This is an optimization exercise on Yosys and OpenROAD, whose aim is small area, not a production implementation. The RTL was checked by simulation tests, not by an equivalence proof against the original design. No activity file was given, so power comes from the tool's default toggle rates.

$ cat flow/config.mk
export PLATFORM = sky130hd
export DESIGN_NAME = simpcpu
export DESIGN_NICKNAME = simpcpu
export VERILOG_FILES = /design/flow/design.v
export SDC_FILE = /design/flow/constraint.sdc
export NUM_CORES = 4
export LEC_CHECK = 0
export CAP_MARGIN = 20
export CORE_MARGIN = 2
export CORE_UTILIZATION = 40
export PLACE_DENSITY = 0.6
export SETUP_SLACK_MARGIN = 0.15
export SLEW_MARGIN = 20
export SYNTH_HIERARCHICAL = 1
$ cat flow/constraint.sdc
create_clock -name core_clock -period 12.0 [get_ports {clk}]
set_input_delay 2.4000 -clock core_clock [delete_from_list [all_inputs] [get_ports {clk}]]
set_output_delay 2.4000 -clock core_clock [all_outputs]
set_load 0.01 [all_outputs]
$ cat flow/design.v
module alu(
		input en,                
		input [4:0] op,
		input [W-1:0] in0,
		input [W-1:0] in1,
		output [W-1:0] out0,
		output [W-1:0] out1,
		output nz                
	);
parameter W = 16;
wire [31:0] opd = {31'd0, en} << op;
wire o_add = opd[2], o_sub = opd[3], o_shl = opd[4], o_shr = opd[5];
wire o_gth = opd[13], o_inc = opd[17], o_dec = opd[18];
wire o_gz = opd[12], o_eq = opd[14] | opd[15];
wire useb = o_add | o_sub | o_gth | o_eq;
wire inv  = o_sub | o_gth | o_eq | o_dec;
wire cin  = o_sub | o_gth | o_eq | o_inc;
wire [W-1:0] bop = (in1 & {W{useb}}) ^ {W{inv}};
wire [W-1:0] sum;
wire [4:0] cb;                           
wire [3:0] zb;                           
assign cb[0] = cin;
addc #(.N(4)) add_0 (.a(in0[3:0]), .b(bop[3:0]), .ci(cin), .s(sum[3:0]), .co(cb[1]));
assign zb[0] = ~|sum[3:0];
genvar i;
generate
	for (i = 1; i < 4; i = i + 1) begin : blk
		wire [3:0] s0, s1;
		wire c0, c1;
		addc #(.N(4)) add_a (.a(in0[4*i+3:4*i]), .b(bop[4*i+3:4*i]), .ci(1'b0), .s(s0), .co(c0));
		addc #(.N(4)) add_b (.a(in0[4*i+3:4*i]), .b(bop[4*i+3:4*i]), .ci(1'b1), .s(s1), .co(c1));
		assign sum[4*i+3:4*i] = cb[i] ? s1 : s0;
		assign cb[i+1] = cb[i] ? c1 : c0;
		assign zb[i] = cb[i] ? ~|s1 : ~|s0;
	end
endgenerate
wire cout = cb[4];
wire z = &zb;
wire big = |in1[W-1:4];
wire [W-1:0] x, t, rt;
generate
	for (i = 0; i < W; i = i + 1) begin : r
		assign x[i] = o_shr ? in0[W-1-i] : in0[i];
		assign rt[i] = t[W-1-i];
	end
endgenerate
assign t = x << in1[3:0];
wire shl_en = o_shl & ~big;
wire shr_en = o_shr & ~big;
reg [3:0] lut;
always @(*) begin
	case (op)
	5'd6:  lut = 4'b1000;           
	5'd7:  lut = 4'b1110;           
	5'd8:  lut = 4'b0011;           
	5'd9:  lut = 4'b0110;           
	5'd10: lut = 4'b1010;           
	5'd11, 5'd16, 5'd19, 5'd20, 5'd21, 5'd22, 5'd23, 5'd24, 5'd25, 5'd26,
	5'd27, 5'd28, 5'd29, 5'd30, 5'd31:
	       lut = 4'b1100;           
	default: lut = 4'b0000;
	endcase
	if (!en) lut = 4'b0000;
end
wire [W-1:0] lo;
generate
	for (i = 0; i < W; i = i + 1) begin : l
		assign lo[i] = lut[{in0[i], in1[i]}];
	end
endgenerate
wire sumop = o_add | o_sub | o_inc | o_dec;
wire flag = opd[1] | (o_gz & ~z) | (o_gth & cout & ~z) | (o_eq & z);
assign nz = (sumop & ~z) | ((shl_en | shr_en) & (|t)) | (|lo) | flag;
assign out0 = lo | (sum & {W{sumop}}) |
              (t & {W{shl_en}}) | (rt & {W{shr_en}}) | {{(W-1){1'b0}}, flag};
wire pa1 = opd[10] | opd[11] | o_inc | o_dec;
wire pb1 = opd[16] | (en & (op > 5'd18));
assign out1 = (in0 & {W{pa1}}) | (in1 & {W{pb1}}) | {W{o_sub & ~cout}} |
              {{(W-1){1'b0}}, opd[1] | (o_add & cout)};
endmodule
module addc #(
		parameter N = 8
	) (
		input [N-1:0] a,
		input [N-1:0] b,
		input ci,
		output [N-1:0] s,
		output co
	);
wire [N:0] c;
assign c[0] = ci;
genvar i;
generate
	for (i = 0; i < N; i = i + 1) begin : b_
		assign s[i] = a[i] ^ b[i] ^ c[i];
		assign c[i+1] = (a[i] & b[i]) | (c[i] & (a[i] ^ b[i]));
	end
endgenerate
assign co = c[N];
endmodule
module astack #(
		parameter W = 16,
		parameter D = 16,
		parameter SEL = 1        
	) (
		input clk,
		input p,
		input [D-1:0] k,
		input [D-1:0] u,
		input [D-1:0] d,
		input r1,
		input [W-1:0] in0,
		input [W-1:0] in1,
		input [7:0] dsel_oh,     
		output [W-1:0] r0out,
		output [W-1:0] r1out
	);
reg [W-1:0] vals [D-1:0];
wire [W-1:0] pw = {W{p}};
wire [W-1:0] in0p = in0 ^ pw;
wire [W-1:0] in1p = in1 ^ pw;
assign r0out = vals[0] ^ pw;
generate
	if (SEL) begin : rd1
		wire [W-1:0] r1s;
		ohsel #(.W(W), .N(8)) sel (
			.oh(dsel_oh),
			.v({vals[7], vals[6], vals[5], vals[4], vals[3], vals[2], vals[1], vals[0]}),
			.y(r1s)
		);
		assign r1out = r1s ^ pw;
	end else begin : nord1
		assign r1out = {W{1'b0}};
	end
endgenerate
genvar i;
generate
	for (i = 0; i < D; i = i + 1) begin : e
		wire [W-1:0] above = (i == 0) ? in0p : vals[(i == 0) ? 0 : i - 1];
		wire [W-1:0] below = (i == D - 1) ? {W{1'b0}} : vals[(i == D - 1) ? i : i + 1];
		wire [W-1:0] extra = (i == 1 && SEL) ? (in1p & {W{r1}}) : {W{1'b0}};
		always @(posedge clk)
			vals[i] <= ~((vals[i] & {W{k[i]}}) | (above & {W{u[i]}}) |
			             (below & {W{d[i]}}) | extra);
	end
endgenerate
endmodule
module ohsel #(
		parameter W = 16,
		parameter N = 8
	) (
		input [N-1:0] oh,
		input [W*N-1:0] v,
		output [W-1:0] y
	);
integer j;
reg [W-1:0] t;
always @(*) begin
	t = {W{1'b0}};
	for (j = 0; j < N; j = j + 1)
		t = t | (v[j*W +: W] & {W{oh[j]}});
end
assign y = t;
endmodule
module simpcpu(
		input clk,
		input rst,
		input [15:0] datain,
		output [15:0] dataout,
		output [15:0] addrout,
		output datacs,
		output datawrite,
		input hold,
		output halted
	);
localparam S_F1 = 3'd0, S_F2 = 3'd1, S_LIT = 3'd2, S_DIN = 3'd3,
           S_DOUT = 3'd4, S_HLT = 3'd5, S_FW = 3'd6;
reg [2:0] st;
reg [15:0] ip;
reg [5:0] opq;
reg pol;                     
wire f1   = (st == S_F1);
wire fw   = (st == S_FW);
wire f2   = (st == S_F2);
wire lit2 = (st == S_LIT);
wire din2 = (st == S_DIN);
wire dout2 = (st == S_DOUT);
wire hlt  = (st == S_HLT);
wire sec  = lit2 | din2 | dout2;
wire [3:0] mop = datain[3:0];
wire [15:0] mdec = 16'd1 << mop;
wire i_rd  = f2 & mdec[2];
wire i_wr  = f2 & mdec[3];
wire i_crt = f2 & mdec[5];
wire i_jmn = f2 & mdec[6];
wire i_cal = f2 & mdec[7];
wire i_ret = f2 & mdec[8];
wire i_hlt = f2 & mdec[9];
wire i_pls = f2 & mdec[10];
wire i_cst = f2 & mdec[11];
wire i_lit = f2 & mdec[1];
wire i_alu = f2 & (mdec[4] | mdec[5] | mdec[6] | mdec[7] | mdec[8] | mdec[10]);
wire [2:0] dsel  = f2 ? datain[14:12] : opq[5:3];
wire [2:0] dmode = (i_alu | i_cst) ? datain[11:9] : sec ? opq[2:0] : 3'd0;
wire [15:0] d0out, d1out, c0out, a0out, a1out;
wire a0nz;
wire [15:0] ipinc = ip + 16'd1;
alu thealu (
	.en(i_alu),
	.op(datain[8:4]),
	.in0(d0out),
	.in1(d1out),
	.out0(a0out),
	.out1(a1out),
	.nz(a0nz)
);
wire taken = i_crt & a0nz;
wire memop = i_rd | i_wr | dout2;
wire s_d  = memop | i_jmn | i_cal;
wire s_c  = i_ret | taken;
wire s_ip = f1 | hlt | i_hlt;
wire s_inc = ~(s_d | s_c | s_ip);
assign addrout = (ip & {16{s_ip}}) | (ipinc & {16{s_inc}}) |
                 (d0out & {16{s_d}}) | (c0out & {16{s_c}});
wire go = ~hold & ~rst;
wire ipk = ~rst & (hold | memop);
wire ipa = go & ~memop;
assign dataout = d1out;
assign datawrite = i_wr | dout2;
assign halted = hlt;
assign datacs = 1'b1;
wire m_push = dmode == 3'd1;
wire m_pop  = dmode == 3'd2;
wire m_rep1 = dmode == 3'd3;
wire m_rep2 = dmode == 3'd4;
wire m_poprep = dmode == 3'd5;
wire m_bub  = dmode == 3'd6;
wire m_w0 = m_push | m_rep1 | m_rep2 | m_poprep | m_bub;
wire [15:0] dk, du, dd;
genvar i;
generate
	for (i = 0; i < 16; i = i + 1) begin : ds
		wire up, dn;
		if (i == 0) begin
			assign up = m_w0;
			assign dn = m_pop;
		end else if (i == 1) begin
			assign up = m_push | (m_bub & (dsel != 3'd0));
			assign dn = m_pop | m_poprep;
		end else if (i < 8) begin
			assign up = m_push | (m_bub & (dsel >= i));
			assign dn = m_pop | m_poprep;
		end else if (i < 15) begin
			assign up = m_push;
			assign dn = m_pop | m_poprep;
		end else begin
			assign up = m_push;
			assign dn = 1'b0;
		end
		assign du[i] = go & up;
		assign dd[i] = go & dn;
		assign dk[i] = ~rst & ~(go & (up | dn | (i == 1 && m_rep2)));
	end
endgenerate
wire [15:0] d0in = a0out | (c0out & {16{i_cst}}) |
                   (datain & {16{lit2 | din2}});
wire [15:0] d1in = a1out;
astack #(.W(16), .D(16)) datstack (
	.clk(clk),
	.p(pol),
	.k(dk), .u(du), .d(dd), .r1(go & m_rep2),
	.in0(d0in), .in1(d1in),
	.dsel_oh(8'd1 << dsel),
	.r0out(d0out), .r1out(d1out)
);
wire [1:0] cmode = i_cst ? datain[5:4] : (i_cal | i_pls) ? 2'd1 :
                   (i_crt | i_ret) ? 2'd2 : 2'd0;
wire c_push = cmode == 2'd1;
wire c_pop  = cmode == 2'd2;
wire c_rep  = cmode == 2'd3;
wire [15:0] ck, cu, cd;
generate
	for (i = 0; i < 16; i = i + 1) begin : cs
		wire dn = (i == 15) ? 1'b0 : c_pop;
		assign cu[i] = go & (c_push | (i == 0 && c_rep));
		assign cd[i] = go & dn;
		assign ck[i] = ~rst & ~(cu[i] | cd[i]);
	end
endgenerate
wire [15:0] c0in = (ipinc & {16{i_cal}}) | (ip & {16{i_pls}});
astack #(.W(16), .D(16), .SEL(0)) callstack (
	.clk(clk),
	.p(pol),
	.k(ck), .u(cu), .d(cd), .r1(1'b0),
	.in0(c0in), .in1(16'd0),
	.dsel_oh(8'd0),
	.r0out(c0out), .r1out()
);
always @(posedge clk) begin
	if (rst) begin
		st <= S_F1;
	end else if (!hold) begin
		case (st)
		S_F2: st <= mdec[1] ? S_LIT : mdec[2] ? S_DIN : mdec[3] ? S_DOUT :
		            mdec[9] ? S_HLT : S_F2;
		S_DOUT: st <= S_FW;
		S_HLT: st <= S_HLT;
		default: st <= S_F2;
		endcase
	end
	pol <= rst | ~pol;
	ip <= (ip & {16{ipk}}) | (addrout & {16{ipa}});
	if (!hold && f2)
		opq <= {datain[14:12], datain[11:9]};
end
endmodule
$ cat flow/flow/run.sh
#!/bin/bash
# Own layout flow: the standard flow (standard.sh, unchanged synthesis) with
# two settings changed through the environment the ORFS scripts read:
#  - every input and output port is still buffered, with sky130_fd_sc_hd__buf_2
#    (the default picks clkdlybuf4s50_1, a slow delay buffer)
#  - clock tree synthesis clusters up to 30 sinks within 100 um per leaf buffer
#    and adds no dummy loads
# The make output goes to standard.log; each ORFS step logs under orfs/logs.
set -euo pipefail
export BUFFER_PORTS_ARGS="-buffer_cell sky130_fd_sc_hd__buf_2"
export CTS_ARGS="-sink_clustering_enable -repair_clock_nets -sink_clustering_size 30 -sink_clustering_max_diameter 100 -dont_use_dummy_load"
bash standard.sh > standard.log 2>&1
$ cat flow/standard.sh
#!/bin/bash
# synth_recipe.tcl (not shown) runs the flow's synth.tcl, then flattens the netlist and writes it again
# the make line also repeats each setting of config.mk as NAME=value (left out here)
make -C /OpenROAD-flow-scripts/flow DESIGN_CONFIG=/design/flow/config.mk WORK_HOME=/design/flow/orfs CLKGATE_MAP_FILE= SYNTH_SCRIPT=/design/flow/synth_recipe.tcl "${@:-finish}"
==> results.json, run 1 <==
{
  "cts.sinks": 538,
  "r2r_cells": 29,
  "ctsHoldBuffers": 0,
  "crit_arrival_ps": 9210,
  "cts_tree": "done",
  "timing.final.crit_share_pct": 96.8,
  "timing.final.crit_period_ps": 11610,
  "end_kind": "output pin",
  "routabilityCongestion": 0.991,
  "row_count": 89,
  "finalSetupTns_ps": 0,
  "report.final.slew_viol_count": 0,
  "start_util_pct": 40.7,
  "cp-start-kind": "primary input",
  "whs_path_depth": 1,
  "h-tree-depth": 1,
  "placed_area_sq_um": 25000,
  "crit_type": "in2out",
  "regToRegSetupSlack_ps": 3880,
  "dieWidth_microns": 249,
  "die_height_microns": 249,
  "fmax_mhz": 86.1,
  "ios": 54,
  "first_pass_iters": 17,
  "total_leakage_power_nw": 9.27,
  "worst_pin_slew_ps": 1130,
  "wl_microns": 71000,
  "root_buffer": "clkbuf_16",
  "critPathRequiredTime_ps": 9600,
  "place_ws_ps": 21.7,
  "clkSlewWorstSetupHoldPaths_ps": 80,
  "min_path_type": "reg2reg",
  "drt-vias-per-instance": 6.98,
  "max-vdd-ir-drop_mv": 0.0817,
  "drv_cap": 0,
  "wire_per_inst_microns": 24.0,
  "status": "complete, no violations",
  "dieArea_sq_um": 62200,
  "yosysWarnings": 13,
  "coreArea_sq_um": 59200,
  "cellPowerDensity_nw_per_um2": 156,
  "area_growth_pct": 7.01,
  "drtIter0Drc": 4445,
  "max_stage_delay_ps": 630,
  "drive_gt1_share_pct": 11.2,
  "nets": 2237,
  "fin_ws_ps": 387,
  "hold_violations": 0,
  "grtUsageTotal_pct": 21.5,
  "postSynthAreaPerCell_sq_um": 10.9,
  "finalSetupViolations": 0,
  "clock_path_buffers": 3,
  "skew_ps": 73.4,
  "synthCells": 2211,
  "crit_path_max_fanout": 20,
  "dp_hpwl_microns": 48500,
  "antenna_left": 0,
  "post-route-util_pct": 43.5,
  "grt_max_degree": 114,
  "clk_latency_ps": 580,
  "drc": 0,
  "finalInstanceArea_sq_um": 25800,
  "num_vias": 20600,
  "port_buffers": 52,
  "grt_pass1_vias": 18400,
  "syn_area_sq_um": 24100,
  "cp_slowest_cell": "or4b_2",
  "rsz0062_at_grt": "no",
  "relSlewSlack_pct": 24.4,
  "antenna_found_initial": 3,
  "gr-total-overflow": 0,
  "numCtsBuffers": 24,
  "grt_pass1_wl_microns": 110000
}
[area by class of cell]
type / instances / area [sq um]
Fill cell: 5635 / 33500
Clock buffer: 24 / 601
Sequential cell: 538 / 10800
Tap cell: 773 / 967
Antenna cell: 1 / 2.50
Inverter: 88 / 332
Timing Repair Buffer: 136 / 943
Multi-Input combinational cell: 1397 / 12100
[registers in the layout (all words and copies together) (netlist names)]
register and flops:
callstack.vals 256, datstack.vals 256, ip 16, opq 6, st 3, pol 1
[worst max-delay path: cells and delay by family]
family / cells / cell delay, ps
AO/OA/AOI/OAI: 6 / 1590
XOR/XNOR: 1 / 220
adder cells (fa/ha/maj): 4 / 1090
buffers and inverters: 8 / 1090
multiplexers: 3 / 930
AND/OR/NAND/NOR: 9 / 1870
[cell usage in the layout, fill, tap and decap left out, types with 20 or more instances in the layout]
cell	instances
nand4_1	30
dfxtp_1	531
fa_1	28
a222oi_1	490
nand3_1	20
a221o_1	36
mux4_2	28
a22oi_1	111
xor2_1	94
a21oi_1	25
nor2_1	68
clkbuf_16	24
buf_2	52
o21ai_0	55
nand2_1	72
nor3_1	23
buf_4	81
inv_1	85
[metal layers]
layer  wire length, microns  GRT usage, %
met1                  32600          31.7
met2                  31700          32.7
met3                   4850          2.76
met4                   1820          6.14
met5                     18             0
[report_power, final]
part	total, mW	internal [mW]	leakage (nW)	switching, mW
Clock	0.889	0.359	0.296	0.530
Sequential	2.19	1.99	4.52	0.193
Combinational	0.946	0.400	4.45	0.546
[final timing paths]
path,start,end
min,callstack.vals[15][3],callstack.vals[14][3]
max,datain[13],addrout[8]
max reg2reg,st[1],ip[7]
min reg2reg,callstack.vals[15][3],callstack.vals[14][3]
[per-stage QoR]
stage	cells	hold WS (ps)	power [mW]
2_1_floorplan	2215	408	2.81
3_3_place_gp	2925	423	3.13
3_5_place_dp	2925	432	3.14
4_1_cts	2949	416	4.03
5_1_grt	2957	424	4.22
6_report	2957	415	4.02
[repair_timing]
item                                    4_1_cts  5_1_grt
gates resized for setup                       1       14
cloned                                        0        0
endpoints found under the setup margin       11       16
pin swaps                                     0        3
setup buffers                                 0        5
==> run 2: changes to the inputs <==
--- a/flow/design.v
+++ b/flow/design.v
@@ -1,4 +1,4 @@
 module alu(
-		input en,                
+		input en,
 		input [4:0] op,
 		input [W-1:0] in0,
@@ -6,5 +6,5 @@
 		output [W-1:0] out0,
 		output [W-1:0] out1,
-		output nz                
+		output nz
 	);
 parameter W = 16;
@@ -16,36 +16,15 @@
 wire inv  = o_sub | o_gth | o_eq | o_dec;
 wire cin  = o_sub | o_gth | o_eq | o_inc;
-wire [W-1:0] bop = (in1 & {W{useb}}) ^ {W{inv}};
 wire [W-1:0] sum;
-wire [4:0] cb;                           
-wire [3:0] zb;                           
-assign cb[0] = cin;
-addc #(.N(4)) add_0 (.a(in0[3:0]), .b(bop[3:0]), .ci(cin), .s(sum[3:0]), .co(cb[1]));
-assign zb[0] = ~|sum[3:0];
-genvar i;
-generate
-	for (i = 1; i < 4; i = i + 1) begin : blk
-		wire [3:0] s0, s1;
-		wire c0, c1;
-		addc #(.N(4)) add_a (.a(in0[4*i+3:4*i]), .b(bop[4*i+3:4*i]), .ci(1'b0), .s(s0), .co(c0));
-		addc #(.N(4)) add_b (.a(in0[4*i+3:4*i]), .b(bop[4*i+3:4*i]), .ci(1'b1), .s(s1), .co(c1));
-		assign sum[4*i+3:4*i] = cb[i] ? s1 : s0;
-		assign cb[i+1] = cb[i] ? c1 : c0;
-		assign zb[i] = cb[i] ? ~|s1 : ~|s0;
-	end
-endgenerate
-wire cout = cb[4];
-wire z = &zb;
-wire big = |in1[W-1:4];
-wire [W-1:0] x, t, rt;
-generate
-	for (i = 0; i < W; i = i + 1) begin : r
-		assign x[i] = o_shr ? in0[W-1-i] : in0[i];
-		assign rt[i] = t[W-1-i];
-	end
-endgenerate
-assign t = x << in1[3:0];
-wire shl_en = o_shl & ~big;
-wire shr_en = o_shr & ~big;
+wire cout, z;
+addsub #(.W(W)) add (
+	.a(in0), .b(in1), .useb(useb), .inv(inv), .cin(cin),
+	.s(sum), .co(cout), .z(z)
+);
+wire [W-1:0] sh;
+wire shnz;
+shifter #(.W(W)) shf (
+	.a(in0), .b(in1), .l(o_shl), .r(o_shr), .y(sh), .nz(shnz)
+);
 reg [3:0] lut;
 always @(*) begin
@@ -64,14 +43,9 @@
 end
 wire [W-1:0] lo;
-generate
-	for (i = 0; i < W; i = i + 1) begin : l
-		assign lo[i] = lut[{in0[i], in1[i]}];
-	end
-endgenerate
+bitop #(.W(W)) bop (.a(in0), .b(in1), .lut(lut), .y(lo));
 wire sumop = o_add | o_sub | o_inc | o_dec;
 wire flag = opd[1] | (o_gz & ~z) | (o_gth & cout & ~z) | (o_eq & z);
-assign nz = (sumop & ~z) | ((shl_en | shr_en) & (|t)) | (|lo) | flag;
-assign out0 = lo | (sum & {W{sumop}}) |
-              (t & {W{shl_en}}) | (rt & {W{shr_en}}) | {{(W-1){1'b0}}, flag};
+assign nz = (sumop & ~z) | shnz | (|lo) | flag;
+assign out0 = lo | (sum & {W{sumop}}) | sh | {{(W-1){1'b0}}, flag};
 wire pa1 = opd[10] | opd[11] | o_inc | o_dec;
 wire pb1 = opd[16] | (en & (op > 5'd18));
@@ -79,4 +53,27 @@
               {{(W-1){1'b0}}, opd[1] | (o_add & cout)};
 endmodule
+module addsub #(
+		parameter W = 16
+	) (
+		input [W-1:0] a,
+		input [W-1:0] b,
+		input useb,
+		input inv,
+		input cin,
+		output [W-1:0] s,
+		output co,
+		output z
+	);
+localparam H = W / 2;
+wire [W-1:0] bb = (b & {W{useb}}) ^ {W{inv}};
+wire cl, c0, c1;
+wire [W-1:H] s0, s1;
+addc #(.N(H)) add_l (.a(a[H-1:0]), .b(bb[H-1:0]), .ci(cin), .s(s[H-1:0]), .co(cl));
+addc #(.N(W-H)) add_0 (.a(a[W-1:H]), .b(bb[W-1:H]), .ci(1'b0), .s(s0), .co(c0));
+addc #(.N(W-H)) add_1 (.a(a[W-1:H]), .b(bb[W-1:H]), .ci(1'b1), .s(s1), .co(c1));
+assign s[W-1:H] = cl ? s1 : s0;
+assign co = cl ? c1 : c0;
+assign z = ~|s[H-1:0] & (cl ? ~|s1 : ~|s0);
+endmodule
 module addc #(
 		parameter N = 8
@@ -99,4 +96,59 @@
 assign co = c[N];
 endmodule
+module shifter #(
+		parameter W = 16
+	) (
+		input [W-1:0] a,
+		input [W-1:0] b,
+		input l,
+		input r,
+		output [W-1:0] y,
+		output nz
+	);
+wire big = |b[W-1:4];
+wire [W-1:0] s1, s2, s3, t;
+shstage #(.W(W), .K(1), .INV(0)) st0 (.x(a),  .sl(b[0] & ~r), .sr(b[0] & r), .sn(~b[0]), .y(s1));
+shstage #(.W(W), .K(2), .INV(1)) st1 (.x(s1), .sl(b[1] & ~r), .sr(b[1] & r), .sn(~b[1]), .y(s2));
+shstage #(.W(W), .K(4), .INV(0)) st2 (.x(s2), .sl(b[2] & ~r), .sr(b[2] & r), .sn(~b[2]), .y(s3));
+shstage #(.W(W), .K(8), .INV(1)) st3 (.x(s3), .sl(b[3] & ~r), .sr(b[3] & r), .sn(~b[3]), .y(t));
+wire en = (l | r) & ~big;
+assign y = t & {W{en}};
+assign nz = en & (|t);
+endmodule
+module shstage #(
+		parameter W = 16,
+		parameter K = 1,
+		parameter INV = 0
+	) (
+		input [W-1:0] x,
+		input sl,
+		input sr,
+		input sn,
+		output [W-1:0] y
+	);
+genvar i;
+generate
+	for (i = 0; i < W; i = i + 1) begin : b_
+		wire xl = (i >= K) ? x[(i >= K) ? i - K : 0] : INV[0];
+		wire xr = (i + K < W) ? x[(i + K < W) ? i + K : 0] : INV[0];
+		assign y[i] = ~((sl & xl) | (sr & xr) | (sn & x[i]));
+	end
+endgenerate
+endmodule
+module bitop #(
+		parameter W = 16
+	) (
+		input [W-1:0] a,
+		input [W-1:0] b,
+		input [3:0] lut,
+		output [W-1:0] y
+	);
+genvar i;
+generate
+	for (i = 0; i < W; i = i + 1) begin : l
+		assign y[i] = lut[{a[i], b[i]}];
+	end
+endgenerate
+endmodule
 module astack #(
 		parameter W = 16,
@@ -177,5 +229,5 @@
            S_DOUT = 3'd4, S_HLT = 3'd5, S_FW = 3'd6;
 reg [2:0] st;
-reg [15:0] ip;
+wire [15:0] ip, ipinc;
 reg [5:0] opq;
 reg pol;                     
@@ -205,5 +257,4 @@
 wire [15:0] d0out, d1out, c0out, a0out, a1out;
 wire a0nz;
-wire [15:0] ipinc = ip + 16'd1;
 alu thealu (
 	.en(i_alu),
@@ -221,9 +272,15 @@
 wire s_ip = f1 | hlt | i_hlt;
 wire s_inc = ~(s_d | s_c | s_ip);
-assign addrout = (ip & {16{s_ip}}) | (ipinc & {16{s_inc}}) |
-                 (d0out & {16{s_d}}) | (c0out & {16{s_c}});
 wire go = ~hold & ~rst;
 wire ipk = ~rst & (hold | memop);
 wire ipa = go & ~memop;
+ipdp dp (
+	.clk(clk),
+	.s_ip(s_ip), .s_inc(s_inc), .s_d(s_d), .s_c(s_c),
+	.ipk(ipk), .ipa(ipa),
+	.cal(i_cal), .pls(i_pls), .cst(i_cst), .ld(lit2 | din2),
+	.d0out(d0out), .c0out(c0out), .a0out(a0out), .datain(datain),
+	.ip(ip), .ipinc(ipinc), .addrout(addrout), .c0in(c0in), .d0in(d0in)
+);
 assign dataout = d1out;
 assign datawrite = i_wr | dout2;
@@ -263,6 +320,5 @@
 	end
 endgenerate
-wire [15:0] d0in = a0out | (c0out & {16{i_cst}}) |
-                   (datain & {16{lit2 | din2}});
+wire [15:0] d0in, c0in;
 wire [15:0] d1in = a1out;
 astack #(.W(16), .D(16)) datstack (
@@ -288,5 +344,4 @@
 	end
 endgenerate
-wire [15:0] c0in = (ipinc & {16{i_cal}}) | (ip & {16{i_pls}});
 astack #(.W(16), .D(16), .SEL(0)) callstack (
 	.clk(clk),
@@ -310,7 +365,35 @@
 	end
 	pol <= rst | ~pol;
-	ip <= (ip & {16{ipk}}) | (addrout & {16{ipa}});
 	if (!hold && f2)
 		opq <= {datain[14:12], datain[11:9]};
 end
 endmodule
+module ipdp(
+		input clk,
+		input s_ip, s_inc, s_d, s_c,    
+		input ipk, ipa,                 
+		input cal, pls,                 
+		input cst, ld,                  
+		input [15:0] d0out, c0out, a0out, datain,
+		output reg [15:0] ip,
+		output [15:0] ipinc,
+		output [15:0] addrout,
+		output [15:0] c0in,
+		output [15:0] d0in
+	);
+wire [16:0] ipc;
+assign ipc[0] = 1'b1;
+genvar j;
+generate
+	for (j = 0; j < 16; j = j + 1) begin : inc
+		assign ipinc[j] = ip[j] ^ ipc[j];
+		assign ipc[j+1] = ip[j] & ipc[j];
+	end
+endgenerate
+assign addrout = (ip & {16{s_ip}}) | (ipinc & {16{s_inc}}) |
+                 (d0out & {16{s_d}}) | (c0out & {16{s_c}});
+assign c0in = (ipinc & {16{cal}}) | (ip & {16{pls}});
+assign d0in = a0out | (c0out & {16{cst}}) | (datain & {16{ld}});
+always @(posedge clk)
+	ip <= (ip & {16{ipk}}) | (addrout & {16{ipa}});
+endmodule
==> flow/flow/run.sh (replaced) <==
#!/bin/bash
# Own layout flow: the standard flow (standard.sh, unchanged synthesis) with
# a few settings changed through the environment the ORFS scripts read:
#  - every input and output port is still buffered, with sky130_fd_sc_hd__buf_2
#    (the default picks clkdlybuf4s50_1, a slow delay buffer)
#  - clock tree synthesis clusters up to 30 sinks within 100 um per leaf buffer
#    and adds no dummy loads
#  - placement, resizing, CTS and global routing see a max fanout of 50
#    (flow/fanout.tcl), so buffer trees split the stacks' wide select nets
# The make output goes to standard.log; each ORFS step logs under orfs/logs.
set -euo pipefail
here=$(pwd)
export BUFFER_PORTS_ARGS="-buffer_cell sky130_fd_sc_hd__buf_2"
export CTS_ARGS="-sink_clustering_enable -repair_clock_nets -sink_clustering_size 30 -sink_clustering_max_diameter 100 -dont_use_dummy_load"
for step in GLOBAL_PLACE RESIZE CTS GLOBAL_ROUTE; do
	export PRE_${step}_TCL="$here/flow/fanout.tcl"
done
bash standard.sh > standard.log 2>&1
==> flow/flow/fanout.tcl (new file) <==
set_max_fanout 50 [current_design]
==> results.json, run 2 <==
{
  "status": "complete, no violations",
  "clkSlewWorstSetupHoldPaths_ps": 100,
  "root_buffer": "clkbuf_16",
  "p_sw_share_pct": 30.8,
  "post-route-util_pct": 43.2,
  "drc": 0,
  "clk_latency_ps": 580,
  "grt_max_degree": 51,
  "pwr-share-comb_pct": 22.3,
  "drive_gt1_share_pct": 14.0,
  "nets": 2065,
  "finalSetupViolations": 0,
  "clock_power_share_pct": 21.9,
  "crit_arrival_ps": 9190,
  "first_pass_iters": 14,
  "m1WireLength_microns": 29700,
  "grt_pass1_wl_microns": 99800,
  "min_path_type": "reg2reg",
  "critPathRequiredTime_ps": 9600,
  "layout_common_cells": "dfxtp_1, a222oi_1, a22oi_1, buf_4, xor2_1",
  "dp_hpwl_microns": 44900,
  "dieArea_sq_um": 60400,
  "port_buffers": 52,
  "syn_area_sq_um": 23400,
  "drt-vias-per-instance": 6.98,
  "crit_type": "in2out",
  "whs_path_depth": 1,
  "total_power_mw": 3.89,
  "routabilityCongestion": 0.967,
  "finalSetupTns_ps": 0,
  "coreArea_sq_um": 57700,
  "skew_ps": 66.3,
  "r2r_cells": 34,
  "num_vias": 19300,
  "wl_met2_microns": 29400,
  "row_count": 88,
  "grt_pass1_vias": 17100,
  "yosysWarnings": 14,
  "relSlewSlack_pct": 22.9,
  "synthCells": 2018,
  "cp-start-kind": "primary input",
  "diodes": 0,
  "start_util_pct": 40.5,
  "clock_path_buffers": 3,
  "area_growth_pct": 6.55,
  "drtIter0Drc": 4427,
  "dieWidth_microns": 246,
  "grtUsageTotal_pct": 20.0,
  "ios": 54,
  "cts_tree": "done",
  "ctsHoldBuffers": 0,
  "p_sw_mw": 1.20,
  "die_height_microns": 246,
  "worst_pin_slew_ps": 1150,
  "cpMostUsedCell": "fa_1",
  "drv_cap": 0,
  "numCtsBuffers": 22,
  "seq_power_share_pct": 55.8,
  "report.final.slew_viol_count": 0,
  "antenna_left": 0,
  "max-vdd-ir-drop_mv": 0.101,
  "highest_layer": "met4",
  "antenna_found_initial": 0,
  "total_leakage_power_nw": 9.05,
  "rsz0062_at_grt": "no",
  "wl_microns": 64200,
  "cellPowerDensity_nw_per_um2": 156,
  "hold_violations": 0,
  "end_kind": "output pin",
  "timing.final.crit_share_pct": 96.6,
  "top_regs": "callstack.vals (256), datstack.vals (256), dp.ip (16)",
  "h-tree-depth": 1,
  "cp_slowest_cell": "fa_1",
  "gr-total-overflow": 0,
  "p_int_mw": 2.69,
  "cts.sinks": 538,
  "fmax_mhz": 86.2,
  "route.met3.wl_microns": 4040,
  "crit_path_max_fanout": 8,
  "timing.final.crit_period_ps": 11590,
  "layout_commonest_cell": "dfxtp_1",
  "wire_per_inst_microns": 23.2,
  "postSynthAreaPerCell_sq_um": 11.6,
  "max_stage_delay_ps": 410
}
-- run 2: worst paths after layout --
path	slack [ps]	endpoint	startpoint
setup / recovery	410	addrout[0]	datain[13]
hold / removal	450	datstack.vals[14][6]	datstack.vals[15][6]
setup reg to reg	3770	dp.ip[15]	st[1]
hold reg to reg	450	datstack.vals[14][6]	datstack.vals[15][6]
-- run 2: worst max-delay path: cells and delay by family --
kind            cells  cell delay [ps]
simple gates        9             1270
mux                 2              310
buf+inv             8             1000
compound gates      6             1000
xor+xnor            2              400
fa+ha+maj           8             2800
-- run 2: power by group through the flow --
stage | sequential, mW | clock [mW] | combinational (mW)
after detailed placement | 2.20 | 0 | 0.845
after global placement | 2.19 | 0 | 0.838
after CTS | 2.16 | 0.888 | 0.849
after floorplan | 2.15 | 0 | 0.619
after global routing | 2.19 | 0.946 | 0.932
final | 2.17 | 0.851 | 0.868
-- run 2: layout make-up --
cell class | instances | area, sq um
clock buffer | 22 | 551
tap | 765 | 957
fill | 5475 | 32800
inverter | 41 | 154
sequential | 538 | 10800
timing repair buffer | 154 | 1020
multi-input combinational | 1247 | 11400
-- run 2: stage by stage --
stage / cells / setup slack, ps / area, sq um / hold WS, ps
after global placement: 2744 / 284 / 24200 / 423
after floorplan: 2018 / 544 / 23400 / 407
after global routing: 2767 / 108 / 24900 / 468
after detailed placement: 2744 / 139 / 24200 / 429
after CTS: 2766 / 199 / 24800 / 447
final: 2767 / 405 / 24900 / 446
-- run 2: per-layer routing --
metal / vias to the layer above / global-route usage, %
li1: 8769 / -
met1: 9689 / 29.3
met2: 803 / 32.1
met3: 65 / 1.96
met4: 0 / 3.81
met5: - / 0
-- run 2: repair_timing --
action,in CTS,in global routing
setup buffers,0,0
endpoints found under the setup margin,3,16
endpoints found under the hold margin,0,0
gates cloned,0,1
pin swaps,0,9
resized for setup,1,30
==> run 3: changes to the inputs <==
--- a/flow/design.v
+++ b/flow/design.v
@@ -4,4 +4,8 @@
 		input [W-1:0] in0,
 		input [W-1:0] in1,
+		input [W-1:0] x0,        
+		input xs0,
+		input [W-1:0] x1,        
+		input xs1,
 		output [W-1:0] out0,
 		output [W-1:0] out1,
@@ -23,7 +27,7 @@
 );
 wire [W-1:0] sh;
-wire shnz;
+wire shen, shnz;
 shifter #(.W(W)) shf (
-	.a(in0), .b(in1), .l(o_shl), .r(o_shr), .y(sh), .nz(shnz)
+	.a(in0), .b(in1), .l(o_shl), .r(o_shr), .y(sh), .en(shen), .nz(shnz)
 );
 reg [3:0] lut;
@@ -47,5 +51,6 @@
 wire flag = opd[1] | (o_gz & ~z) | (o_gth & cout & ~z) | (o_eq & z);
 assign nz = (sumop & ~z) | shnz | (|lo) | flag;
-assign out0 = lo | (sum & {W{sumop}}) | sh | {{(W-1){1'b0}}, flag};
+assign out0 = lo | (sum & {W{sumop}}) | (sh & {W{shen}}) | {{(W-1){1'b0}}, flag} |
+              (x0 & {W{xs0}}) | (x1 & {W{xs1}});
 wire pa1 = opd[10] | opd[11] | o_inc | o_dec;
 wire pb1 = opd[16] | (en & (op > 5'd18));
@@ -104,4 +109,5 @@
 		input r,
 		output [W-1:0] y,
+		output en,
 		output nz
 	);
@@ -112,6 +118,6 @@
 shstage #(.W(W), .K(4), .INV(0)) st2 (.x(s2), .sl(b[2] & ~r), .sr(b[2] & r), .sn(~b[2]), .y(s3));
 shstage #(.W(W), .K(8), .INV(1)) st3 (.x(s3), .sl(b[3] & ~r), .sr(b[3] & r), .sn(~b[3]), .y(t));
-wire en = (l | r) & ~big;
-assign y = t & {W{en}};
+assign en = (l | r) & ~big;
+assign y = t;
 assign nz = en & (|t);
 endmodule
@@ -262,4 +268,6 @@
 	.in0(d0out),
 	.in1(d1out),
+	.x0(c0out), .xs0(i_cst),
+	.x1(datain), .xs1(lit2 | din2),
 	.out0(a0out),
 	.out1(a1out),
@@ -279,7 +287,7 @@
 	.s_ip(s_ip), .s_inc(s_inc), .s_d(s_d), .s_c(s_c),
 	.ipk(ipk), .ipa(ipa),
-	.cal(i_cal), .pls(i_pls), .cst(i_cst), .ld(lit2 | din2),
-	.d0out(d0out), .c0out(c0out), .a0out(a0out), .datain(datain),
-	.ip(ip), .ipinc(ipinc), .addrout(addrout), .c0in(c0in), .d0in(d0in)
+	.cal(i_cal), .pls(i_pls),
+	.d0out(d0out), .c0out(c0out),
+	.ip(ip), .ipinc(ipinc), .addrout(addrout), .c0in(c0in)
 );
 assign dataout = d1out;
@@ -320,5 +328,6 @@
 	end
 endgenerate
-wire [15:0] d0in, c0in;
+wire [15:0] c0in;
+wire [15:0] d0in = a0out;      
 wire [15:0] d1in = a1out;
 astack #(.W(16), .D(16)) datstack (
@@ -374,11 +383,9 @@
 		input ipk, ipa,                 
 		input cal, pls,                 
-		input cst, ld,                  
-		input [15:0] d0out, c0out, a0out, datain,
+		input [15:0] d0out, c0out,
 		output reg [15:0] ip,
 		output [15:0] ipinc,
 		output [15:0] addrout,
-		output [15:0] c0in,
-		output [15:0] d0in
+		output [15:0] c0in
 	);
 wire [16:0] ipc;
@@ -394,5 +401,4 @@
                  (d0out & {16{s_d}}) | (c0out & {16{s_c}});
 assign c0in = (ipinc & {16{cal}}) | (ip & {16{pls}});
-assign d0in = a0out | (c0out & {16{cst}}) | (datain & {16{ld}});
 always @(posedge clk)
 	ip <= (ip & {16{ipk}}) | (addrout & {16{ipa}});
==> results.json, run 3 <==
{
  "start_util_pct": 40.4,
  "num_vias": 19300,
  "grt_max_degree": 51,
  "clock_path_buffers": 3,
  "yosysWarnings": 14,
  "coreArea_sq_um": 57700,
  "worst_pin_slew_ps": 1100,
  "wl_microns": 62700,
  "numCtsBuffers": 23,
  "pwr-share-comb_pct": 22.0,
  "busiest_layer": "met2",
  "seq_power_share_pct": 55.6,
  "cellPowerDensity_nw_per_um2": 157,
  "skew_ps": 77.0,
  "finalSetupViolations": 0,
  "hold_end": "datstack.vals[14][8]",
  "row_count": 88,
  "wire_per_inst_microns": 22.6,
  "postSynthAreaPerCell_sq_um": 11.5,
  "gr-total-overflow": 0,
  "met2_usage_pct": 30.6,
  "cp_slowest_cell": "fa_1",
  "dieWidth_microns": 245,
  "layout_commonest_cell": "dfxtp_1",
  "reg2reg_to": "dp.ip[15]",
  "crit_arrival_ps": 9190,
  "max-vdd-ir-drop_mv": 0.0836,
  "nets": 2073,
  "crit_type": "in2out",
  "report.final.slew_viol_count": 0,
  "hold_start": "datstack.vals[15][8]",
  "grt_pass1_wl_microns": 99000,
  "path_depth": 35,
  "cpMostUsedCell": "fa_2",
  "hold_violations": 0,
  "layout_common_cells": "dfxtp_1, a222oi_1, a22oi_1, xor2_1, buf_4",
  "max_stage_delay_ps": 420,
  "routabilityCongestion": 0.951,
  "grt_use_met3_pct": 2.29,
  "root_buffer": "clkbuf_16",
  "drv_cap": 0,
  "rsz0062_at_grt": "no",
  "regToRegSetupSlack_ps": 3820,
  "grt_pass1_vias": 17400,
  "synthCells": 2031,
  "ctsHoldBuffers": 0,
  "crit_buf_inv": 7,
  "finalSetupTns_ps": 0,
  "first_pass_iters": 17,
  "antenna_found_initial": 2,
  "cpLargestDelayFamily": "adder cells",
  "dp_hpwl_microns": 43600,
  "syn_area_sq_um": 23300,
  "total_leakage_power_nw": 8.85,
  "cts.sinks": 538,
  "p_int_mw": 2.70,
  "clock_power_share_pct": 22.4,
  "end_kind": "output pin",
  "relSlewSlack_pct": 26.1,
  "h-tree-depth": 1,
  "port_buffers": 52,
  "dieArea_sq_um": 60300,
  "timing.final.crit_period_ps": 11590,
  "clk_latency_ps": 580,
  "grtUsageTotal_pct": 19.7,
  "gr-usage-met1_pct": 28.8,
  "cts_tree": "done",
  "crit_path_max_fanout": 8,
  "die_height_microns": 245,
  "drt-vias-per-instance": 6.95,
  "area_growth_pct": 6.85,
  "p_sw_share_pct": 30.7,
  "min_path_type": "reg2reg",
  "p_sw_mw": 1.20,
  "whs_path_depth": 1,
  "drc": 0,
  "drtIter0Drc": 4235,
  "r2r_start": "st[0]",
  "antenna_left": 0,
  "ios": 54,
  "r2r_cells": 34,
  "top_regs": "callstack.vals (256), datstack.vals (256), dp.ip (16)",
  "cp-start-kind": "primary input",
  "clkSlewWorstSetupHoldPaths_ps": 110,
  "drive_gt1_share_pct": 14.1,
  "total_power_mw": 3.90,
  "critPathRequiredTime_ps": 9600,
  "status": "complete, no violations",
  "fmax_mhz": 86.3,
  "timing.final.crit_share_pct": 96.6
}
[run 3: repair_timing]
action	4_1_cts	5_1_grt
resized for setup	3	47
buffers inserted	0	7
setup endpoints to repair	13	16
cloned	0	1
pin swaps	1	16
[run 3: how the worst max path moves through the flow]
stage / start / endpoint / slack [ps]
5_1_grt: datain[13] / addrout[3] / 150
6_report: datain[13] / addrout[3] / 410
4_1_cts: datain[13] / addrout[15] / 150
2_1_floorplan: datain[14] / addrout[2] / 420
3_3_place_gp: datain[13] / addrout[15] / 280
3_5_place_dp: datain[12] / addrout[15] / 80
[run 3: cell type report]
class / count / area [sq um]
well taps: 765 / 957
fillers: 5474 / 32800
diodes: 1 / 2.50
repair buffers: 147 / 997
flip-flops and latches: 538 / 10800
multi-input cells: 1246 / 11300
inverters: 56 / 214
clock buffers: 23 / 576
[run 3: routing by layer]
layer  up-vias  share of wire, %
met3        94               6.1
met1      9668                47
met2       748                44
met5         -             0.018
met4         2               2.8
li1       8787                 -
[run 3: through the flow]
stage	setup WS [ps]	cell area, sq um	hold slack (ps)	cells	util [%]
global route	154	24900	436	2776	43.2
finish	412	24900	407	2776	43.2
floorplan	419	23300	407	2031	-
detailed placement	77.6	24100	430	2743	41.7
global placement	282	24100	423	2742	41.7
CTS	154	24700	406	2766	42.7
[run 3: power groups by stage]
| stage | clock, mW | combinational [mW] | sequential (mW) |
|---|---|---|---|
| 2_1_floorplan | 0 | 0.623 | 2.15 |
| 3_3_place_gp | 0 | 0.814 | 2.19 |
| 3_5_place_dp | 0 | 0.831 | 2.20 |
| 4_1_cts | 0.909 | 0.834 | 2.16 |
| 5_1_grt | 0.971 | 0.926 | 2.20 |
| 6_report | 0.875 | 0.858 | 2.17 |
==> run 4: changes to the inputs <==
--- a/flow/design.v
+++ b/flow/design.v
@@ -46,11 +46,15 @@
 	if (!en) lut = 4'b0000;
 end
-wire [W-1:0] lo;
-bitop #(.W(W)) bop (.a(in0), .b(in1), .lut(lut), .y(lo));
+wire [W-1:0] lon;                        
+bitop #(.W(W)) bop (.a(in0), .b(in1), .lut(~lut), .y(lon));
 wire sumop = o_add | o_sub | o_inc | o_dec;
 wire flag = opd[1] | (o_gz & ~z) | (o_gth & cout & ~z) | (o_eq & z);
-assign nz = (sumop & ~z) | shnz | (|lo) | flag;
-assign out0 = lo | (sum & {W{sumop}}) | (sh & {W{shen}}) | {{(W-1){1'b0}}, flag} |
-              (x0 & {W{xs0}}) | (x1 & {W{xs1}});
+assign nz = (sumop & ~z) | shnz | ~(&lon) | flag;
+wire [W-1:0] o0;
+aomux #(.W(W)) om (
+	.lon(lon), .a(sum), .sa(sumop), .b(sh), .sb(shen),
+	.c(x0), .sc(xs0), .d(x1), .sd(xs1), .y(o0)
+);
+assign out0 = o0 | {{(W-1){1'b0}}, flag};
 wire pa1 = opd[10] | opd[11] | o_inc | o_dec;
 wire pb1 = opd[16] | (en & (op > 5'd18));
@@ -142,4 +146,20 @@
 endgenerate
 endmodule
+module aomux #(
+		parameter W = 16
+	) (
+		input [W-1:0] lon,
+		input [W-1:0] a,
+		input sa,
+		input [W-1:0] b,
+		input sb,
+		input [W-1:0] c,
+		input sc,
+		input [W-1:0] d,
+		input sd,
+		output [W-1:0] y
+	);
+assign y = ~(lon & ~((a & {W{sa}}) | (b & {W{sb}})) & ~((c & {W{sc}}) | (d & {W{sd}})));
+endmodule
 module bitop #(
 		parameter W = 16
@@ -212,12 +232,19 @@
 		output [W-1:0] y
 	);
-integer j;
-reg [W-1:0] t;
-always @(*) begin
-	t = {W{1'b0}};
-	for (j = 0; j < N; j = j + 1)
-		t = t | (v[j*W +: W] & {W{oh[j]}});
-end
-assign y = t;
+wire [W-1:0] g0, g1, g2;
+aoi3 #(.W(W)) a0 (.s(oh[2:0]), .v(v[3*W-1:0]), .y(g0));
+aoi3 #(.W(W)) a1 (.s(oh[5:3]), .v(v[6*W-1:3*W]), .y(g1));
+aoi3 #(.W(W)) a2 (.s({1'b0, oh[7:6]}), .v({{W{1'b0}}, v[8*W-1:6*W]}), .y(g2));
+assign y = ~(g0 & g1 & g2);
+endmodule
+module aoi3 #(
+		parameter W = 16
+	) (
+		input [2:0] s,
+		input [3*W-1:0] v,
+		output [W-1:0] y
+	);
+assign y = ~((v[W-1:0] & {W{s[0]}}) | (v[2*W-1:W] & {W{s[1]}}) |
+             (v[3*W-1:2*W] & {W{s[2]}}));
 endmodule
 module simpcpu(
--- a/flow/config.mk
+++ b/flow/config.mk
@@ -10,5 +10,5 @@
 export CORE_UTILIZATION = 40
 export PLACE_DENSITY = 0.6
-export SETUP_SLACK_MARGIN = 0.15
+export SETUP_SLACK_MARGIN = 0.05
 export SLEW_MARGIN = 20
 export SYNTH_HIERARCHICAL = 1
==> results.json, run 4 <==
{
  "cp_slowest_cell": "a222oi_1",
  "antenna_left": 0,
  "p_sw_mw": 1.21,
  "min_path_type": "reg2reg",
  "gr-total-overflow": 0,
  "syn_area_sq_um": 23200,
  "post-route-util_pct": 43.6,
  "cellPowerDensity_nw_per_um2": 156,
  "ctsHoldBuffers": 0,
  "rsz0062_at_grt": "no",
  "grt_use_met3_pct": 1.75,
  "wire_per_inst_microns": 23.7,
  "regToRegSetupSlack_ps": 3720,
  "met2_usage_pct": 30.4,
  "clock_power_share_pct": 22.3,
  "start_util_pct": 40.3,
  "layout_common_cells": "a222oi_1, dfxtp_1, buf_4, xor2_1, nand2_1",
  "row_count": 88,
  "port_buffers": 52,
  "dieWidth_microns": 245,
  "ios": 54,
  "crit_arrival_ps": 9230,
  "reg2reg_to": "dp.ip[15]",
  "drive_gt1_share_pct": 14.6,
  "dieArea_sq_um": 59900,
  "total_power_mw": 3.91,
  "nets": 2090,
  "synthCells": 1996,
  "die_height_microns": 245,
  "pwr-share-comb_pct": 22.2,
  "cp-start-kind": "primary input",
  "h-tree-depth": 1,
  "p_int_mw": 2.70,
  "end_kind": "output pin",
  "report.final.slew_viol_count": 0,
  "drc": 0,
  "cts.sinks": 538,
  "yosysWarnings": 13,
  "max-vdd-ir-drop_mv": 0.0947,
  "clkSlewWorstSetupHoldPaths_ps": 100,
  "antenna_found_initial": 0,
  "first_pass_iters": 19,
  "coreArea_sq_um": 57500,
  "dp_hpwl_microns": 46600,
  "wl_microns": 66100,
  "grt_max_degree": 51,
  "startpoint": "datain[13]",
  "num_vias": 19300,
  "timing.final.crit_share_pct": 96.9,
  "hold_end": "callstack.vals[13][14]",
  "status": "complete, no violations",
  "grt_pass1_wl_microns": 102000,
  "drv_cap": 0,
  "crit_path_max_fanout": 8,
  "numCtsBuffers": 23,
  "routabilityCongestion": 0.969,
  "clock_path_buffers": 3,
  "drt-vias-per-instance": 6.92,
  "worst_pin_slew_ps": 1280,
  "root_buffer": "clkbuf_16",
  "gr-usage-met1_pct": 30.4,
  "grt_pass1_vias": 17100,
  "r2r_start": "st[0]",
  "cpMostUsedCell": "fa_2",
  "busiest_layer": "met1",
  "r2r_cells": 35,
  "grtUsageTotal_pct": 20.8,
  "clk_latency_ps": 580,
  "fmax_mhz": 86.0,
  "seq_power_share_pct": 55.5,
  "hold_violations": 0,
  "whs_path_depth": 1,
  "relSlewSlack_pct": 14.4,
  "finalSetupViolations": 0,
  "crit_type": "in2out",
  "timing.final.crit_period_ps": 11630,
  "total_leakage_power_nw": 9.06,
  "skew_ps": 50.3,
  "cts_tree": "done",
  "hold_start": "callstack.vals[14][14]",
  "max_stage_delay_ps": 390,
  "layout_commonest_cell": "a222oi_1",
  "top_regs": "callstack.vals (256), datstack.vals (256), dp.ip (16)",
  "drtIter0Drc": 4753,
  "critPathRequiredTime_ps": 9600,
  "p_sw_share_pct": 30.9,
  "postSynthAreaPerCell_sq_um": 11.6,
  "hold_ws_ps": 423,
  "area_growth_pct": 8.14
}
[run 4: changes by cell type in the layout (fill, tap and decap cells not counted), sizes merged, moves of 22 or more]
cell	change
nand3	+33
a222oi	+63
buf	+22
a22oi	-79
conb	+23
[run 4: area by class of cell]
cell class / instances / area [sq um]
clock buffers: 23 / 576
inverters: 40 / 150
well taps: 765 / 957
flip-flops and latches: 538 / 10800
fillers: 5422 / 32400
repair buffers: 169 / 1140
diodes: 1 / 2.50
multi-input cells: 1257 / 11400
[run 4: metrics by stage]
stage               setup WS, ps  TNS (ps)  std cells  area (sq um)
floorplan                    631         0       2018         23300
global placement            -108     -1010       2765         24300
detailed placement          -337     -4760       2768         24300
CTS                         81.5         0       2791         24900
global route                1.68         0       2792         25100
finish                       369         0       2793         25100
[run 4: how the worst max path moves through the flow]
stage / to / slack, ps
5_1_grt: addrout[15] / 2
3_5_place_dp: addrout[2] / -340
4_1_cts: addrout[2] / 80
6_report: addrout[15] / 370
2_1_floorplan: addrout[2] / 630
3_3_place_gp: addrout[4] / -110
[run 4: critical path, delay by kind of cell]
kind / cells / cell delay [ps]
adder cells (fa/ha/maj): 8 / 2490
AO/OA/AOI/OAI: 8 / 1830
buffers and inverters: 9 / 940
AND/OR/NAND/NOR: 7 / 830
XOR/XNOR: 2 / 430
multiplexers: 1 / 290
[run 4: power groups by stage]
stage                     combinational [mW]  sequential (mW)  clock (mW)
after CTS                              0.846             2.16       0.912
after detailed placement               0.841             2.21           0
after global routing                   0.933             2.20       0.971
after global placement                 0.840             2.20           0
after floorplan                        0.595             2.15           0
final                                  0.870             2.17       0.872
[run 4: layer usage]
layer / up-vias / share of wire (%)
li1: 8822 / -
met1: 9494 / 45
met2: 892 / 42
met3: 122 / 6.8
met4: 0 / 5.6
met5: - / 0
[run 4: timing repair]
item	in CTS	in global routing
setup buffers	0	1
pin swaps	0	13
setup endpoints to repair	16	16
gates resized for setup	5	29
cloned	0	0
==> run 5: changes to the inputs <==
--- a/flow/design.v
+++ b/flow/design.v
@@ -4,4 +4,6 @@
 		input [W-1:0] in0,
 		input [W-1:0] in1,
+		input [W-1:0] in1r,      
+		input p,
 		input [W-1:0] x0,        
 		input xs0,
@@ -23,5 +25,5 @@
 wire cout, z;
 addsub #(.W(W)) add (
-	.a(in0), .b(in1), .useb(useb), .inv(inv), .cin(cin),
+	.a(in0), .b(in1r), .useb(useb), .inv(inv ^ (p & useb)), .cin(cin),
 	.s(sum), .co(cout), .z(z)
 );
@@ -192,5 +194,6 @@
 		input [7:0] dsel_oh,     
 		output [W-1:0] r0out,
-		output [W-1:0] r1out
+		output [W-1:0] r1out,
+		output [W-1:0] r1raw      
 	);
 reg [W-1:0] vals [D-1:0];
@@ -208,6 +211,8 @@
 		);
 		assign r1out = r1s ^ pw;
+		assign r1raw = r1s;
 	end else begin : nord1
 		assign r1out = {W{1'b0}};
+		assign r1raw = {W{1'b0}};
 	end
 endgenerate
@@ -288,5 +293,5 @@
 wire [2:0] dsel  = f2 ? datain[14:12] : opq[5:3];
 wire [2:0] dmode = (i_alu | i_cst) ? datain[11:9] : sec ? opq[2:0] : 3'd0;
-wire [15:0] d0out, d1out, c0out, a0out, a1out;
+wire [15:0] d0out, d1out, d1raw, c0out, a0out, a1out;
 wire a0nz;
 alu thealu (
@@ -295,4 +300,6 @@
 	.in0(d0out),
 	.in1(d1out),
+	.in1r(d1raw),
+	.p(pol),
 	.x0(c0out), .xs0(i_cst),
 	.x1(datain), .xs1(lit2 | din2),
@@ -364,5 +371,5 @@
 	.in0(d0in), .in1(d1in),
 	.dsel_oh(8'd1 << dsel),
-	.r0out(d0out), .r1out(d1out)
+	.r0out(d0out), .r1out(d1out), .r1raw(d1raw)
 );
 wire [1:0] cmode = i_cst ? datain[5:4] : (i_cal | i_pls) ? 2'd1 :
@@ -386,5 +393,5 @@
 	.in0(c0in), .in1(16'd0),
 	.dsel_oh(8'd0),
-	.r0out(c0out), .r1out()
+	.r0out(c0out), .r1out(), .r1raw()
 );
 always @(posedge clk) begin
--- a/flow/flow/run.sh
+++ b/flow/flow/run.sh
@@ -4,5 +4,5 @@
 #  - every input and output port is still buffered, with sky130_fd_sc_hd__buf_2
 #    (the default picks clkdlybuf4s50_1, a slow delay buffer)
-#  - clock tree synthesis clusters up to 30 sinks within 100 um per leaf buffer
+#  - clock tree synthesis clusters up to 27 sinks within 90 um per leaf buffer
 #    and adds no dummy loads
 #  - placement, resizing, CTS and global routing see a max fanout of 50
@@ -12,5 +12,5 @@
 here=$(pwd)
 export BUFFER_PORTS_ARGS="-buffer_cell sky130_fd_sc_hd__buf_2"
-export CTS_ARGS="-sink_clustering_enable -repair_clock_nets -sink_clustering_size 30 -sink_clustering_max_diameter 100 -dont_use_dummy_load"
+export CTS_ARGS="-sink_clustering_enable -repair_clock_nets -sink_clustering_size 27 -sink_clustering_max_diameter 90 -dont_use_dummy_load"
 for step in GLOBAL_PLACE RESIZE CTS GLOBAL_ROUTE; do
 	export PRE_${step}_TCL="$here/flow/fanout.tcl"
==> results.json, run 5 <==
{
  "status": "complete, no violations",
  "grt_max_degree": 51,
  "clkSlewWorstSetupHoldPaths_ps": 90,
  "postSynthAreaPerCell_sq_um": 11.6,
  "crit_type": "in2out",
  "layout_common_cells": "a222oi_1, dfxtp_1, xor2_1, buf_4, nand2_1",
  "reg2reg_to": "dp.ip[13]",
  "synthCells": 1997,
  "cpLargestDelayFamily": "adder cells",
  "p_sw_mw": 1.20,
  "report.final.slew_viol_count": 0,
  "drv_cap": 0,
  "place_ws_ps": 160,
  "regToRegSetupSlack_ps": 3860,
  "p_int_mw": 2.73,
  "dieArea_sq_um": 59900,
  "antenna_left": 0,
  "dieWidth_microns": 245,
  "r2r_start": "st[2]",
  "numCtsBuffers": 26,
  "hold_ws_ps": 416,
  "drc": 0,
  "syn_area_sq_um": 23200,
  "yosysWarnings": 13,
  "cpMostUsedCell": "fa_1",
  "drive_gt1_share_pct": 12.6,
  "top_regs": "callstack.vals (256), datstack.vals (256), dp.ip (16)",
  "crit_path_max_fanout": 8,
  "gr-total-overflow": 0,
  "num_vias": 19400,
  "clk_latency_ps": 580,
  "max-vdd-ir-drop_mv": 0.0997,
  "critPathRequiredTime_ps": 9600,
  "p_sw_share_pct": 30.5,
  "hold_violations": 0,
  "clock_path_buffers": 3,
  "dp_hpwl_microns": 45900,
  "hold_start": "callstack.vals[14][4]",
  "post-route-util_pct": 43.2,
  "hold_end": "callstack.vals[15][4]",
  "row_count": 88,
  "relSlewSlack_pct": 17.0,
  "clock_power_share_pct": 23.4,
  "area_growth_pct": 7.26,
  "routabilityCongestion": 0.963,
  "ctsHoldBuffers": 0,
  "pwr-share-comb_pct": 21.4,
  "layout_commonest_cell": "a222oi_1",
  "wire_per_inst_microns": 23.5,
  "timing.final.crit_share_pct": 96.4,
  "first_pass_iters": 15,
  "whs_path_depth": 1,
  "coreArea_sq_um": 57500,
  "stdcell_count": 2773,
  "grt_pass1_wl_microns": 101000,
  "seq_power_share_pct": 55.2,
  "grtUsageTotal_pct": 20.4,
  "rsz0062_at_grt": "no",
  "min_path_type": "reg2reg",
  "ios": 54,
  "wl_microns": 65200,
  "h-tree-depth": 1,
  "grt_pass1_vias": 16900,
  "port_buffers": 52,
  "finalSetupViolations": 0,
  "cp_slowest_cell": "fa_1",
  "skew_ps": 50.8,
  "fin_ws_ps": 433,
  "cp-start-kind": "primary input",
  "r2r_cells": 34,
  "die_height_microns": 245,
  "placedCellCount": 2739,
  "timing.final.crit_period_ps": 11570,
  "cts.sinks": 538,
  "crit_buf_inv": 8,
  "diodes": 0,
  "start_util_pct": 40.3,
  "crit_arrival_ps": 9170,
  "finalSetupTns_ps": 0,
  "cts_tree": "done",
  "max_stage_delay_ps": 430,
  "end_kind": "output pin",
  "drt-vias-per-instance": 6.98,
  "worst_pin_slew_ps": 1240,
  "nets": 2071,
  "cellPowerDensity_nw_per_um2": 158,
  "antenna_found_initial": 0,
  "drtIter0Drc": 4743,
  "total_leakage_power_nw": 8.98,
  "root_buffer": "clkbuf_16",
  "fmax_mhz": 86.5
}
## run 5: cell types whose count changed in the layout (fill, tap and decap cells not counted), moves of 3 or more
cell	previous run	this run
buf_4	117	93
fa_2	12	2
nand2_1	73	76
fa_1	12	22
xor2_1	95	99
a221o_2	5	0
xor2_2	4	0
a221o_1	12	17
clkbuf_16	23	26
## run 5: how the worst max path moves through the flow
stage | startpoint | endpoint | cells after the start
after floorplan | datain[3] | addrout[10] | 35
after global placement | datain[13] | addrout[15] | 32
after detailed placement | datain[13] | addrout[15] | 32
after CTS | datain[13] | addrout[15] | 32
after global routing | datain[13] | addrout[15] | 33
final | datain[13] | addrout[15] | 33
## run 5: stage by stage
stage	instance area [sq um]	power, mW
3_5_place_dp	24100	3.02
5_1_grt	24900	4.11
3_3_place_gp	24100	3.01
2_1_floorplan	23300	2.74
6_report	24900	3.93
4_1_cts	24700	3.94
## run 5: power groups by stage
| stage | Sequential, mW | Combinational, mW | Clock, mW |
|---|---|---|---|
| 2_1_floorplan | 2.15 | 0.592 | 0 |
| 3_3_place_gp | 2.20 | 0.812 | 0 |
| 3_5_place_dp | 2.21 | 0.816 | 0 |
| 4_1_cts | 2.16 | 0.820 | 0.953 |
| 5_1_grt | 2.20 | 0.898 | 1.02 |
| 6_report | 2.17 | 0.841 | 0.920 |
## run 5: cell type report
| cell class | count | area (sq um) |
|---|---|---|
| Sequential cell | 538 | 10800 |
| Tap cell | 765 | 957 |
| Timing Repair Buffer | 146 | 970 |
| Clock buffer | 26 | 651 |
| Inverter | 40 | 154 |
| Multi-Input combinational cell | 1258 | 11300 |
| Fill cell | 5451 | 32600 |
## run 5: repair_timing
item,CTS,global route
setup endpoints to repair,0,16
setup buffers,0,5
resized for setup,0,17
## run 5: metal layers
layer  GRT usage, %  vias up  routed length (microns)
li1               -     8805                        -
met1           30.6     9599                    30500
met2           29.9      851                    27600
met3           1.69       96                     4250
met4           8.73        0                     2840
met5              0        -                        0
==> run 6: changes to the inputs <==
--- a/flow/config.mk
+++ b/flow/config.mk
@@ -9,4 +9,5 @@
 export CORE_MARGIN = 2
 export CORE_UTILIZATION = 40
+export GPL_ROUTABILITY_DRIVEN = 0
 export PLACE_DENSITY = 0.6
 export SETUP_SLACK_MARGIN = 0.05
==> results.json, run 6 <==
{
  "status": "complete, no violations",
  "rsz0062_at_grt": "no",
  "wl_microns": 63800,
  "drtIter0Drc": 5049,
  "fmax_mhz": 86.0,
  "crit_type": "in2out",
  "crit_path_max_fanout": 8,
  "path_depth": 32,
  "relSlewSlack_pct": 15.1,
  "placed_area_sq_um": 24000,
  "crit_buf_inv": 7,
  "root_buffer": "clkbuf_16",
  "cpLargestDelayFamily": "adder cells",
  "cellPowerDensity_nw_per_um2": 157,
  "fill_cells": 5447,
  "drt-vias-per-instance": 7.10,
  "drive_gt1_share_pct": 12.2,
  "grt_max_degree": 51,
  "worst_pin_slew_ps": 1270,
  "cp_slowest_cell": "fa_1",
  "clock_path_buffers": 3,
  "end_kind": "output pin",
  "first_pass_iters": 17,
  "dieArea_sq_um": 59900,
  "crit_arrival_ps": 9230,
  "clk_latency_ps": 560,
  "timing.final.crit_share_pct": 96.9,
  "row_count": 88,
  "finalSetupTns_ps": 0,
  "r2r_cells": 33,
  "diodes": 0,
  "max_stage_delay_ps": 410,
  "multi_input_area_sq_um": 11300,
  "gr-total-overflow": 0,
  "h-tree-depth": 1,
  "grt_pass1_vias": 16900,
  "r2r_start": "st[1]",
  "finalInstanceArea_sq_um": 24700,
  "cp-endpoint": "addrout[15]",
  "skew_ps": 37.6,
  "synthCells": 1997,
  "max-vdd-ir-drop_mv": 0.101,
  "coreArea_sq_um": 57500,
  "reg2reg_to": "dp.ip[15]",
  "cpMostUsedCell": "fa_1",
  "critPathRequiredTime_ps": 9600,
  "numCtsBuffers": 24,
  "die_height_microns": 245,
  "start_util_pct": 40.3,
  "timing.final.crit_period_ps": 11630,
  "port_buffers": 52,
  "total_leakage_power_nw": 8.89,
  "layout_common_cells": "a222oi_1, dfxtp_1, xor2_1, buf_4, nand2_1",
  "wire_per_inst_microns": 23.1,
  "cts_tree": "done",
  "startpoint": "datain[12]",
  "clkSlewWorstSetupHoldPaths_ps": 100,
  "antenna_found_initial": 1,
  "ctsHoldBuffers": 0,
  "regToRegSetupSlack_ps": 4110,
  "drc": 0,
  "cts.sinks": 538,
  "ios": 54,
  "nets": 2057,
  "dieWidth_microns": 245,
  "finalSetupViolations": 0,
  "report.final.slew_viol_count": 0,
  "cp-start-kind": "primary input",
  "area_growth_pct": 6.73,
  "postSynthAreaPerCell_sq_um": 11.6,
  "grtUsageTotal_pct": 19.8,
  "antenna_left": 0,
  "dp_hpwl_microns": 44100,
  "hold_ws_ps": 423,
  "drv_cap": 0,
  "hold_violations": 0,
  "yosysWarnings": 13,
  "grt_pass1_wl_microns": 98500,
  "min_path_type": "reg2reg",
  "top_regs": "callstack.vals (256), datstack.vals (256), dp.ip (16)",
  "num_vias": 19600,
  "seqCellArea_sq_um": 10800,
  "syn_area_sq_um": 23200,
  "layout_commonest_cell": "a222oi_1"
}
==> run 6: metal layers <==
layer	vias to the layer above	wire [microns]	track usage [%]
met4	2	2980	8.61
li1	8737	-	-
met3	134	4970	2.11
met1	9660	28400	28.4
met2	1047	27400	30.1
met5	-	13	0
==> run 6: power by group <==
part	switching (mW)	total [mW]	internal (mW)
logic	0.473	0.816	0.343
clock network	0.526	0.886	0.359
registers	0.185	2.17	1.99
total	1.18	3.88	2.69
==> run 6: what timing repair did <==
item | in CTS | in global routing
gates resized for setup | 0 | 20
endpoints found under the setup margin | 0 | 16
hold endpoints to repair | 0 | 0
setup buffers | 0 | 5
==> run 6: final cells by class <==
cell class                 instances  share of cell area (%)
timing repair buffer             134                    3.56
sequential                       538                    43.8
inverter                          40                   0.622
multi-input combinational       1258                    45.7
clock buffer                      24                    2.43
tap                              765                    3.87
==> run 6: how the worst min path moves through the flow <==
stage	end	slack, ps	startpoint	cells past startpoint
2_1_floorplan	callstack.vals[15][15]	410	callstack.vals[15][15]	1
3_3_place_gp	callstack.vals[15][15]	420	callstack.vals[15][15]	1
3_5_place_dp	datstack.vals[15][14]	430	datstack.vals[15][14]	1
4_1_cts	callstack.vals[12][4]	420	callstack.vals[13][4]	1
5_1_grt	datstack.vals[14][13]	460	datstack.vals[15][13]	1
6_report	callstack.vals[12][4]	420	callstack.vals[13][4]	1
==> run 6: worst register-to-register path, delay by kind of cell (launching register included) <==
kind / cells / cell delay, ps
xor+xnor: 1 / 120
buf+inv: 6 / 770
fa+ha+maj: 8 / 2830
simple gates: 9 / 1330
compound gates: 8 / 1880
mux: 1 / 420
flops: 1 / 440
==> run 6: through the flow <==
| stage | power [mW] | setup slack, ps | util (%) | instances |
|---|---|---|---|---|
| 6_report | 3.88 | 375 | 43.0 | 2759 |
| 4_1_cts | 3.87 | 182 | 42.8 | 2753 |
| 3_5_place_dp | 2.98 | 178 | 41.7 | 2729 |
| 2_1_floorplan | 2.74 | 775 | - | 2019 |
| 5_1_grt | 4.05 | 68.3 | 43.0 | 2759 |
| 3_3_place_gp | 2.96 | 349 | 41.7 | 2728 |

[separate check: timing with driven ports]
Ports are ideal in the flow. The routed layouts listed here were re-timed in OpenROAD.
Step 1: set_driving_cell puts a clkbuf_16 on clk and a buf_2 on each other input, an assumption about the parent block.
Step 2, shift: input delay + t, output delay - t, t = (earliest + latest rising clock arrival at the registers) / 2. This alone moves slack from input paths to output paths.
Three values: ideal, step 1, step 2; two values: the first two.
| run | shift t [ns] | setup slack, ns | worst data-port slew with drivers (ns) |
|---|---|---|---|
| run 1 | 0.613 | 0.387 / 0.307 / 0.307 | 0.11 |
| run 2 | 0.610 | 0.405 / 0.343 / 0.343 | 0.07 |
| run 3 | 0.607 | 0.412 / 0.373 / 0.373 | 0.10 |
| run 4 | 0.603 | 0.369 / 0.308 / 0.308 | 0.08 |
| run 5 | 0.605 | 0.433 / 0.402 / 0.402 | 0.04 |
| run 6 | 0.601 | 0.375 / 0.336 / 0.336 | 0.05 |
After both steps setup and hold are still met in every run listed. For run 1, which loses most, drivers alone change the setup slack by -0.080 ns; drivers and shift together by -0.080 ns.
